Source: an optimization exercise on an open RTL-to-GDS flow (aim: small area). Production flows keep margins and buffers that such runs may drop.
RTL that was checked went through simulation tests only; none was proved equivalent to the original.
Power and IR drop assume default switching activity.

==> wip/fjord <==
==> flow/design.v <==
module jtag (
	input TCK,
	input TDI,
	output TDO,
	input TMS,
	input HREADY,
	input HRESP,
	input [31:0] HRDATA,
	output HWRITE,
	output [1:0] HTRANS,
	output [31:0] HWDATA,
	output [31:0] HADDR
);
  localparam [3:0] TEST_LOGIC_RESET = 4'h0,
    RUN_TEST_IDLE = 4'hf,
    SELECT_DR_SCAN = 4'he,
    CAPTURE_DR = 4'hd,
    SHIFT_DR = 4'hc,
    EXIT_1_DR = 4'hb,
    PAUSE_DR = 4'ha,
    EXIT_2_DR = 4'h9,
    UPDATE_DR = 4'h8,
    SELECT_IR_SCAN = 4'h7,
    CAPTURE_IR = 4'h6,
    SHIFT_IR = 4'h5,
    EXIT_1_IR = 4'h4,
    PAUSE_IR = 4'h3,
    EXIT_2_IR = 4'h2,
    UPDATE_IR = 4'h1;
  localparam [2:0] I_BYPASS = 3'b000, I_OTHER = 3'b001, I_IDCODE = 3'b010,
                   I_WDATA = 3'b011, I_ADDR = 3'b100, I_RDATA = 3'b101;
  reg [3:0] state;
  reg [2:0] ins;
  reg [31:0] sr;      
  reg [31:0] ar;      
  reg [31:0] rd;      
  reg bp;             
  reg act;            
  always @(posedge TCK)
    case (state)
      TEST_LOGIC_RESET: state <= TMS ? TEST_LOGIC_RESET : RUN_TEST_IDLE;
      RUN_TEST_IDLE:    state <= TMS ? SELECT_DR_SCAN : RUN_TEST_IDLE;
      SELECT_DR_SCAN:   state <= TMS ? SELECT_IR_SCAN : CAPTURE_DR;
      CAPTURE_DR:       state <= TMS ? EXIT_1_DR : SHIFT_DR;
      SHIFT_DR:         state <= TMS ? EXIT_1_DR : SHIFT_DR;
      EXIT_1_DR:        state <= TMS ? UPDATE_DR : PAUSE_DR;
      PAUSE_DR:         state <= TMS ? EXIT_2_DR : PAUSE_DR;
      EXIT_2_DR:        state <= TMS ? UPDATE_DR : SHIFT_DR;
      UPDATE_DR:        state <= TMS ? SELECT_DR_SCAN : RUN_TEST_IDLE;
      SELECT_IR_SCAN:   state <= TMS ? TEST_LOGIC_RESET : CAPTURE_IR;
      CAPTURE_IR:       state <= TMS ? EXIT_1_IR : SHIFT_IR;
      SHIFT_IR:         state <= TMS ? EXIT_1_IR : SHIFT_IR;
      EXIT_1_IR:        state <= TMS ? UPDATE_IR : PAUSE_IR;
      PAUSE_IR:         state <= TMS ? EXIT_2_IR : PAUSE_IR;
      EXIT_2_IR:        state <= TMS ? UPDATE_IR : SHIFT_IR;
      default:          state <= TMS ? SELECT_DR_SCAN : RUN_TEST_IDLE;  
    endcase
  wire tlr   = state == TEST_LOGIC_RESET;
  wire cap_dr = state == CAPTURE_DR;
  wire sh_dr = state == SHIFT_DR;
  wire upd_dr = state == UPDATE_DR;
  wire cap_ir = state == CAPTURE_IR;
  wire sh_ir = state == SHIFT_IR;
  wire upd_ir = state == UPDATE_IR;
  wire is_b = ins == I_BYPASS;
  wire is_i = ins == I_IDCODE;
  wire is_s = ins[2:1] == 2'b01;         
  wire is_a = ins == I_ADDR;
  wire is_r = ins == I_RDATA;
  wire is_x = ins == I_WDATA || ins == I_RDATA;
  wire [3:0] ir = sr[31:28];
  reg [2:0] dec;
  always @*
    case (ir)
      4'b0000: dec = I_BYPASS;
      4'b1000: dec = I_IDCODE;
      4'b0100: dec = I_ADDR;
      4'b1100: dec = I_WDATA;
      4'b0010: dec = I_RDATA;
      default: dec = I_OTHER;
    endcase
  always @(posedge TCK)
    if (tlr) ins <= I_BYPASS;
    else if (upd_ir) ins <= dec;
  always @(posedge TCK)
    if (cap_ir || (cap_dr && is_s)) sr <= (cap_dr && is_i) ? 32'hf0f0f0f0 : 32'h0;
    else if (sh_ir || (sh_dr && is_s)) sr <= {TDI, sr[31:1]};
  always @(posedge TCK)
    if (tlr) ar <= 32'h0;
    else if (sh_dr && is_a) ar <= {TDI, ar[31:1]};
  always @(posedge TCK)
    if (tlr) rd <= 32'h0;
    else if (sh_dr && is_r) rd <= {TDI, rd[31:1]};
    else if (act && is_r) rd <= HRDATA;
  always @(posedge TCK)
    if (tlr || (cap_dr && is_b)) bp <= 1'b0;
    else if (sh_dr && is_b) bp <= TDI;
  always @(posedge TCK)
    act <= upd_dr && HREADY && is_x;
  assign HTRANS = {act, 1'b0};
  assign HWRITE = ins[1];
  assign HADDR = ar;
  assign HWDATA = sr;
  assign TDO = ins[2] ? (ins[0] ? rd[0] : ar[0]) : (ins[1] ? sr[0] : bp);
endmodule
==> flow/run.sh <==
#!/bin/bash
# synth_recipe.tcl (not shown) runs the flow's synth.tcl, then flattens the netlist and writes it again
# the make line also repeats each setting of config.mk as NAME=value (left out here)
make -C /OpenROAD-flow-scripts/flow DESIGN_CONFIG=/design/flow/config.mk WORK_HOME=/design/flow/orfs CLKGATE_MAP_FILE= SYNTH_SCRIPT=/design/flow/synth_recipe.tcl finish
==> flow/config.mk <==
export PLATFORM = sky130hd
export DESIGN_NAME = jtag
export DESIGN_NICKNAME = jtag
export VERILOG_FILES = /design/flow/design.v
export SDC_FILE = /design/flow/constraint.sdc
export NUM_CORES = 4
export LEC_CHECK = 0
export ABC_AREA = 1
export CAP_MARGIN = 20
export CORE_MARGIN = 2
export CORE_UTILIZATION = 40
export SLEW_MARGIN = 20
==> flow/constraint.sdc <==
create_clock -name core_clock -period 10.0 [get_ports {TCK}]
set_input_delay 2.0000 -clock core_clock [delete_from_list [all_inputs] [get_ports {TCK}]]
set_output_delay 2.0000 -clock core_clock [all_outputs]
set_load 0.01 [all_outputs]
==> inputs of wip/lagoon, as changes to wip/fjord <==
--- a/flow/design.v
+++ b/flow/design.v
@@ -13,20 +13,20 @@
 );
-  localparam [3:0] TEST_LOGIC_RESET = 4'h0,
-    RUN_TEST_IDLE = 4'hf,
-    SELECT_DR_SCAN = 4'he,
-    CAPTURE_DR = 4'hd,
-    SHIFT_DR = 4'hc,
-    EXIT_1_DR = 4'hb,
-    PAUSE_DR = 4'ha,
-    EXIT_2_DR = 4'h9,
-    UPDATE_DR = 4'h8,
-    SELECT_IR_SCAN = 4'h7,
-    CAPTURE_IR = 4'h6,
-    SHIFT_IR = 4'h5,
-    EXIT_1_IR = 4'h4,
-    PAUSE_IR = 4'h3,
-    EXIT_2_IR = 4'h2,
-    UPDATE_IR = 4'h1;
-  localparam [2:0] I_BYPASS = 3'b000, I_OTHER = 3'b001, I_IDCODE = 3'b010,
-                   I_WDATA = 3'b011, I_ADDR = 3'b100, I_RDATA = 3'b101;
+  localparam [3:0] TEST_LOGIC_RESET = 4'hf,
+    RUN_TEST_IDLE = 4'hc,
+    SELECT_DR_SCAN = 4'h7,
+    CAPTURE_DR = 4'h6,
+    SHIFT_DR = 4'h2,
+    EXIT_1_DR = 4'h1,
+    PAUSE_DR = 4'h3,
+    EXIT_2_DR = 4'h0,
+    UPDATE_DR = 4'h5,
+    SELECT_IR_SCAN = 4'h4,
+    CAPTURE_IR = 4'he,
+    SHIFT_IR = 4'ha,
+    EXIT_1_IR = 4'h9,
+    PAUSE_IR = 4'hb,
+    EXIT_2_IR = 4'h8,
+    UPDATE_IR = 4'hd;
+  localparam [2:0] I_BYPASS = 3'b000, I_OTHER = 3'b010, I_IDCODE = 3'b001,
+                   I_WDATA = 3'b011, I_ADDR = 3'b100, I_RDATA = 3'b110;
   reg [3:0] state;
@@ -66,5 +66,6 @@
   wire is_i = ins == I_IDCODE;
-  wire is_s = ins[2:1] == 2'b01;         
+  wire is_s = ins[0];                    
   wire is_a = ins == I_ADDR;
   wire is_r = ins == I_RDATA;
+  wire hw = ins[0];                      
   wire is_x = ins == I_WDATA || ins == I_RDATA;
@@ -84,12 +85,17 @@
     else if (upd_ir) ins <= dec;
+  wire s_cap = cap_ir || (cap_dr && is_s);
+  wire s_sh = sh_ir || (sh_dr && is_s);
+  wire s_capi = cap_dr && is_i;
+  wire s_hold = !(s_cap || s_sh);
   always @(posedge TCK)
-    if (cap_ir || (cap_dr && is_s)) sr <= (cap_dr && is_i) ? 32'hf0f0f0f0 : 32'h0;
-    else if (sh_ir || (sh_dr && is_s)) sr <= {TDI, sr[31:1]};
+    sr <= ({32{s_capi}} & 32'hf0f0f0f0) | ({32{s_sh}} & {TDI, sr[31:1]}) | ({32{s_hold}} & sr);
+  wire a_sh = sh_dr && is_a;
+  wire a_hold = !(a_sh || tlr);
   always @(posedge TCK)
-    if (tlr) ar <= 32'h0;
-    else if (sh_dr && is_a) ar <= {TDI, ar[31:1]};
+    ar <= ({32{a_sh}} & {TDI, ar[31:1]}) | ({32{a_hold}} & ar);
+  wire r_sh = sh_dr && is_r;
+  wire r_ld = act && !hw;
+  wire r_hold = !(r_sh || r_ld || tlr);
   always @(posedge TCK)
-    if (tlr) rd <= 32'h0;
-    else if (sh_dr && is_r) rd <= {TDI, rd[31:1]};
-    else if (act && is_r) rd <= HRDATA;
+    rd <= ({32{r_sh}} & {TDI, rd[31:1]}) | ({32{r_ld}} & HRDATA) | ({32{r_hold}} & rd);
   always @(posedge TCK)
@@ -100,6 +106,6 @@
   assign HTRANS = {act, 1'b0};
-  assign HWRITE = ins[1];
+  assign HWRITE = hw;
   assign HADDR = ar;
   assign HWDATA = sr;
-  assign TDO = ins[2] ? (ins[0] ? rd[0] : ar[0]) : (ins[1] ? sr[0] : bp);
+  assign TDO = is_a ? ar[0] : is_r ? rd[0] : is_s ? sr[0] : bp;
 endmodule
==> flow/flow/run.sh (new file) <==
#!/bin/bash
# Own layout flow: the standard flow (standard.sh) with
#  - an area-oriented ABC script in synthesis (flow/my_synth.tcl, flow/area.abc),
#  - single-drive buffers on the ports,
#  - a clock tree of small clock buffers without dummy loads.
set -euo pipefail
here=$(pwd)
export MY_ABC_SCRIPT=$here/flow/area.abc
export BUFFER_PORTS_ARGS="-buffer_cell sky130_fd_sc_hd__buf_1"
export CTS_ARGS="-sink_clustering_enable -repair_clock_nets -dont_use_dummy_load -buf_list {sky130_fd_sc_hd__clkbuf_2 sky130_fd_sc_hd__clkbuf_4 sky130_fd_sc_hd__clkbuf_8}"
sed "s#SYNTH_SCRIPT=[^ ]*#SYNTH_SCRIPT=$here/flow/my_synth.tcl #" standard.sh > my_standard.sh
grep -q "my_synth.tcl" my_standard.sh
bash my_standard.sh > standard_flow.log 2>&1
==> flow/flow/area.abc (new file) <==
&get -n
&st
&syn2
&dc2
&dch -f
&nf -R 1000
&put
topo
==> flow/flow/my_synth.tcl (new file) <==
# The standard flow's synthesis script (synth_recipe.tcl), except that Yosys's abc pass
# runs the ABC script named by MY_ABC_SCRIPT (an area-oriented mapping)
# instead of ORFS's. Registers are mapped before abc, so they are unchanged.
proc synth {args} { yosys synth -nofsm -noshare {*}$args }
proc abc {args} {
  set i [lsearch -exact $args -script]
  if { $i >= 0 && [info exists ::env(MY_ABC_SCRIPT)] } {
    lset args [expr {$i + 1}] $::env(MY_ABC_SCRIPT)
  }
  yosys abc {*}$args
}
source $::env(SCRIPTS_DIR)/synth.tcl
# left out here: clear keep_hierarchy, flatten, clean up, hide names made inside functions, write 1_2_yosys.v
==> flow/standard.sh (new file) <==
#!/bin/bash
# synth_recipe.tcl (not shown) runs the flow's synth.tcl, then flattens the netlist and writes it again
# the make line also repeats each setting of config.mk as NAME=value (left out here)
make -C /OpenROAD-flow-scripts/flow DESIGN_CONFIG=/design/flow/config.mk WORK_HOME=/design/flow/orfs CLKGATE_MAP_FILE= SYNTH_SCRIPT=/design/flow/synth_recipe.tcl "${@:-finish}"
Settings changed: ABC_AREA 1 to unset, CORE_UTILIZATION 40 to 50.
removed: flow/run.sh
==> inputs of wip/violet, as changes to wip/fjord <==
--- a/flow/design.v
+++ b/flow/design.v
@@ -13,20 +13,20 @@
 );
-  localparam [3:0] TEST_LOGIC_RESET = 4'h0,
-    RUN_TEST_IDLE = 4'hf,
-    SELECT_DR_SCAN = 4'he,
-    CAPTURE_DR = 4'hd,
-    SHIFT_DR = 4'hc,
-    EXIT_1_DR = 4'hb,
-    PAUSE_DR = 4'ha,
-    EXIT_2_DR = 4'h9,
-    UPDATE_DR = 4'h8,
-    SELECT_IR_SCAN = 4'h7,
-    CAPTURE_IR = 4'h6,
-    SHIFT_IR = 4'h5,
-    EXIT_1_IR = 4'h4,
-    PAUSE_IR = 4'h3,
-    EXIT_2_IR = 4'h2,
-    UPDATE_IR = 4'h1;
-  localparam [2:0] I_BYPASS = 3'b000, I_OTHER = 3'b001, I_IDCODE = 3'b010,
-                   I_WDATA = 3'b011, I_ADDR = 3'b100, I_RDATA = 3'b101;
+  localparam [3:0] TEST_LOGIC_RESET = 4'hf,
+    RUN_TEST_IDLE = 4'hc,
+    SELECT_DR_SCAN = 4'h7,
+    CAPTURE_DR = 4'h6,
+    SHIFT_DR = 4'h2,
+    EXIT_1_DR = 4'h1,
+    PAUSE_DR = 4'h3,
+    EXIT_2_DR = 4'h0,
+    UPDATE_DR = 4'h5,
+    SELECT_IR_SCAN = 4'h4,
+    CAPTURE_IR = 4'he,
+    SHIFT_IR = 4'ha,
+    EXIT_1_IR = 4'h9,
+    PAUSE_IR = 4'hb,
+    EXIT_2_IR = 4'h8,
+    UPDATE_IR = 4'hd;
+  localparam [2:0] I_BYPASS = 3'b000, I_OTHER = 3'b010, I_IDCODE = 3'b001,
+                   I_WDATA = 3'b011, I_ADDR = 3'b100, I_RDATA = 3'b110;
   reg [3:0] state;
@@ -66,5 +66,6 @@
   wire is_i = ins == I_IDCODE;
-  wire is_s = ins[2:1] == 2'b01;         
+  wire is_s = ins[0];                    
   wire is_a = ins == I_ADDR;
   wire is_r = ins == I_RDATA;
+  wire hw = ins[0];                      
   wire is_x = ins == I_WDATA || ins == I_RDATA;
@@ -84,12 +85,17 @@
     else if (upd_ir) ins <= dec;
+  wire s_cap = cap_ir || (cap_dr && is_s);
+  wire s_sh = sh_ir || (sh_dr && is_s);
+  wire s_capi = cap_dr && is_i;
+  wire s_hold = !(s_cap || s_sh);
   always @(posedge TCK)
-    if (cap_ir || (cap_dr && is_s)) sr <= (cap_dr && is_i) ? 32'hf0f0f0f0 : 32'h0;
-    else if (sh_ir || (sh_dr && is_s)) sr <= {TDI, sr[31:1]};
+    sr <= ({32{s_capi}} & 32'hf0f0f0f0) | ({32{s_sh}} & {TDI, sr[31:1]}) | ({32{s_hold}} & sr);
+  wire a_sh = sh_dr && is_a;
+  wire a_hold = !(a_sh || tlr);
   always @(posedge TCK)
-    if (tlr) ar <= 32'h0;
-    else if (sh_dr && is_a) ar <= {TDI, ar[31:1]};
+    ar <= ({32{a_sh}} & {TDI, ar[31:1]}) | ({32{a_hold}} & ar);
+  wire r_sh = sh_dr && is_r;
+  wire r_ld = act && !hw;
+  wire r_hold = !(r_sh || r_ld || tlr);
   always @(posedge TCK)
-    if (tlr) rd <= 32'h0;
-    else if (sh_dr && is_r) rd <= {TDI, rd[31:1]};
-    else if (act && is_r) rd <= HRDATA;
+    rd <= ({32{r_sh}} & {TDI, rd[31:1]}) | ({32{r_ld}} & HRDATA) | ({32{r_hold}} & rd);
   always @(posedge TCK)
@@ -100,6 +106,6 @@
   assign HTRANS = {act, 1'b0};
-  assign HWRITE = ins[1];
+  assign HWRITE = hw;
   assign HADDR = ar;
   assign HWDATA = sr;
-  assign TDO = ins[2] ? (ins[0] ? rd[0] : ar[0]) : (ins[1] ? sr[0] : bp);
+  assign TDO = is_a ? ar[0] : is_r ? rd[0] : is_s ? sr[0] : bp;
 endmodule
==> flow/flow/run.sh (new file) <==
#!/bin/bash
# Own layout flow: the standard flow (standard.sh) with
#  - an area-oriented ABC script in synthesis (flow/my_synth.tcl, flow/area.abc),
#  - single-drive buffers on the ports,
#  - a clock tree of small clock buffers without dummy loads.
set -euo pipefail
here=$(pwd)
export MY_ABC_SCRIPT=$here/flow/area.abc
export RECOVER_POWER=100
export BUFFER_PORTS_ARGS="-buffer_cell sky130_fd_sc_hd__buf_1"
export CTS_ARGS="-sink_clustering_enable -repair_clock_nets -dont_use_dummy_load -buf_list {sky130_fd_sc_hd__clkbuf_2 sky130_fd_sc_hd__clkbuf_4 sky130_fd_sc_hd__clkbuf_8}"
sed "s#SYNTH_SCRIPT=[^ ]*#SYNTH_SCRIPT=$here/flow/my_synth.tcl #" standard.sh > my_standard.sh
grep -q "my_synth.tcl" my_standard.sh
bash my_standard.sh > standard_flow.log 2>&1
==> flow/flow/area.abc (new file) <==
&get -n
&st
&dch -f
&nf -R 1000
&put
topo
==> flow/flow/my_synth.tcl (new file) <==
# The standard flow's synthesis script (synth_recipe.tcl), except that Yosys's abc pass
# runs the ABC script named by MY_ABC_SCRIPT (an area-oriented mapping)
# instead of ORFS's. Registers are mapped before abc, so they are unchanged.
proc synth {args} { yosys synth -nofsm -noshare {*}$args }
proc abc {args} {
  set i [lsearch -exact $args -script]
  if { $i >= 0 && [info exists ::env(MY_ABC_SCRIPT)] } {
    lset args [expr {$i + 1}] $::env(MY_ABC_SCRIPT)
  }
  yosys abc {*}$args
}
source $::env(SCRIPTS_DIR)/synth.tcl
# left out here: clear keep_hierarchy, flatten, clean up, hide names made inside functions, write 1_2_yosys.v
==> flow/standard.sh (new file) <==
#!/bin/bash
# synth_recipe.tcl (not shown) runs the flow's synth.tcl, then flattens the netlist and writes it again
# the make line also repeats each setting of config.mk as NAME=value (left out here)
make -C /OpenROAD-flow-scripts/flow DESIGN_CONFIG=/design/flow/config.mk WORK_HOME=/design/flow/orfs CLKGATE_MAP_FILE= SYNTH_SCRIPT=/design/flow/synth_recipe.tcl "${@:-finish}"
Settings changed: ABC_AREA 1 to unset, CORE_UTILIZATION 40 to 50.
removed: flow/run.sh
==> notes <==
wip/violet finished with capacitance limit, slew limit left. wip/lagoon ran to the end with no violations. wip/fjord finished with timing, DRC and antenna clean.
Of wip/violet and wip/fjord, wip/violet has the higher critical path depth (gap 3).
Synthesized cell count: wip/fjord is higher than wip/violet (110%).
Combinational power, lowest first: wip/lagoon, wip/violet, wip/fjord.
Power: wip/lagoon is lower than wip/fjord (44%).
In wip/fjord the clock power is higher than in wip/lagoon, by about 80%.
In wip/violet the sequential power is larger than in wip/lagoon, by about 4%.
Die area: wip/lagoon < wip/violet < wip/fjord.
Wire length: wip/lagoon < wip/violet < wip/fjord.
Maximum frequency is about the same in wip/violet and wip/fjord.
==> figures <==
IR Drop Worst-Case VDD: wip/violet 0.000151 V; wip/fjord 0.000151 V; wip/lagoon 0.000128 V
Share of final layout cell area taken by non-clock buffers: wip/violet 0.100; wip/fjord 0.173; wip/lagoon 0.102
Final Wtd Congestion: wip/violet 0.860; wip/fjord 0.762; wip/lagoon 0.776
Clock Network Area Fraction: wip/violet 0.0301; wip/fjord 0.0513; wip/lagoon 0.0302
Total of plain and repair buffers excluding clock buffers: wip/violet 108; wip/fjord 103; wip/lagoon 107
Number of stages on the worst setup path: wip/violet 6; wip/fjord 3; wip/lagoon 4
Layout overhead on the synthesized area: wip/violet 18.4%; wip/fjord 29.2%; wip/lagoon 19.2%
Outcome: wip/violet failed layout checks; wip/fjord complete, no violations; wip/lagoon complete, no violations
Layout check failures: wip/violet capacitance limit, slew limit; wip/fjord -; wip/lagoon -
Simple-gate portion of the synthesized area: wip/violet 0.0573; wip/fjord 0.295; wip/lagoon 0.0491
Crit-path max FO: wip/violet 33; wip/fjord 6; wip/lagoon 11
Instance count of the mapped netlist: wip/violet 300; wip/fjord 628; wip/lagoon 286
Critical path endpoint category: wip/violet flop; wip/fjord primary output; wip/lagoon primary output
Fin crit share: wip/violet 0.363; wip/fjord 0.363; wip/lagoon 0.349
Combinational group power: wip/violet 0.276 mW; wip/fjord 0.683 mW; wip/lagoon 0.231 mW
P_leak: wip/violet 1.50 nW; wip/fjord 2.65 nW; wip/lagoon 1.50 nW
Met1 layer usage reported by global route: wip/violet 0.268; wip/fjord 0.232; wip/lagoon 0.289
Overall Global Routing Usage: wip/violet 0.199; wip/fjord 0.179; wip/lagoon 0.200
Clock Power: wip/violet 0.200 mW; wip/fjord 0.371 mW; wip/lagoon 0.202 mW
Clock skew after layout: wip/violet 31.4 ps; wip/fjord 5.30 ps; wip/lagoon 26.2 ps
PnR Total Power: wip/violet 1.06 mW; wip/fjord 1.78 mW; wip/lagoon 0.994 mW
The RTL of wip/fjord was laid out without a check of its function.

==> static timing again, ports no longer ideal <==
Ports are ideal in the flow. The routed layouts listed here were re-timed in OpenROAD.
Step 1 (the two cells are an assumption about what drives the block):
set clk [get_ports {TCK}]
set_driving_cell -lib_cell sky130_fd_sc_hd__clkbuf_16 $clk
set_driving_cell -lib_cell sky130_fd_sc_hd__buf_2 [delete_from_list [all_inputs] $clk]
Step 2 adds t to the input delays and takes it off the output delays; t is the mean of the earliest and latest rising clock arrival at the registers after step 1. Input paths then give back, and output paths get back, about the clock's delay inside the block.
Slacks: no drivers / after step 1 / after step 2; pairs: no drivers / after step 1.
| run | t, ns | slack for setup (ns) | hold WS [ns] | worst register clock-pin slew, ns | pins driven straight from the clock port |
|---|---|---|---|---|---|
| wip/fjord | 0.373 | 6.368 / 6.334 / 6.707 | 0.473 / 0.473 / 0.473 | 0.07 / 0.07 | 1 |
| wip/lagoon | 0.380 | 6.513 / 6.481 / 6.860 | 0.466 / 0.466 / 0.466 | 0.10 / 0.10 | 1 |
| wip/violet | 0.374 | 6.366 / 6.366 / 6.366 | 0.470 / 0.470 / 0.470 | 0.10 / 0.10 | 1 |
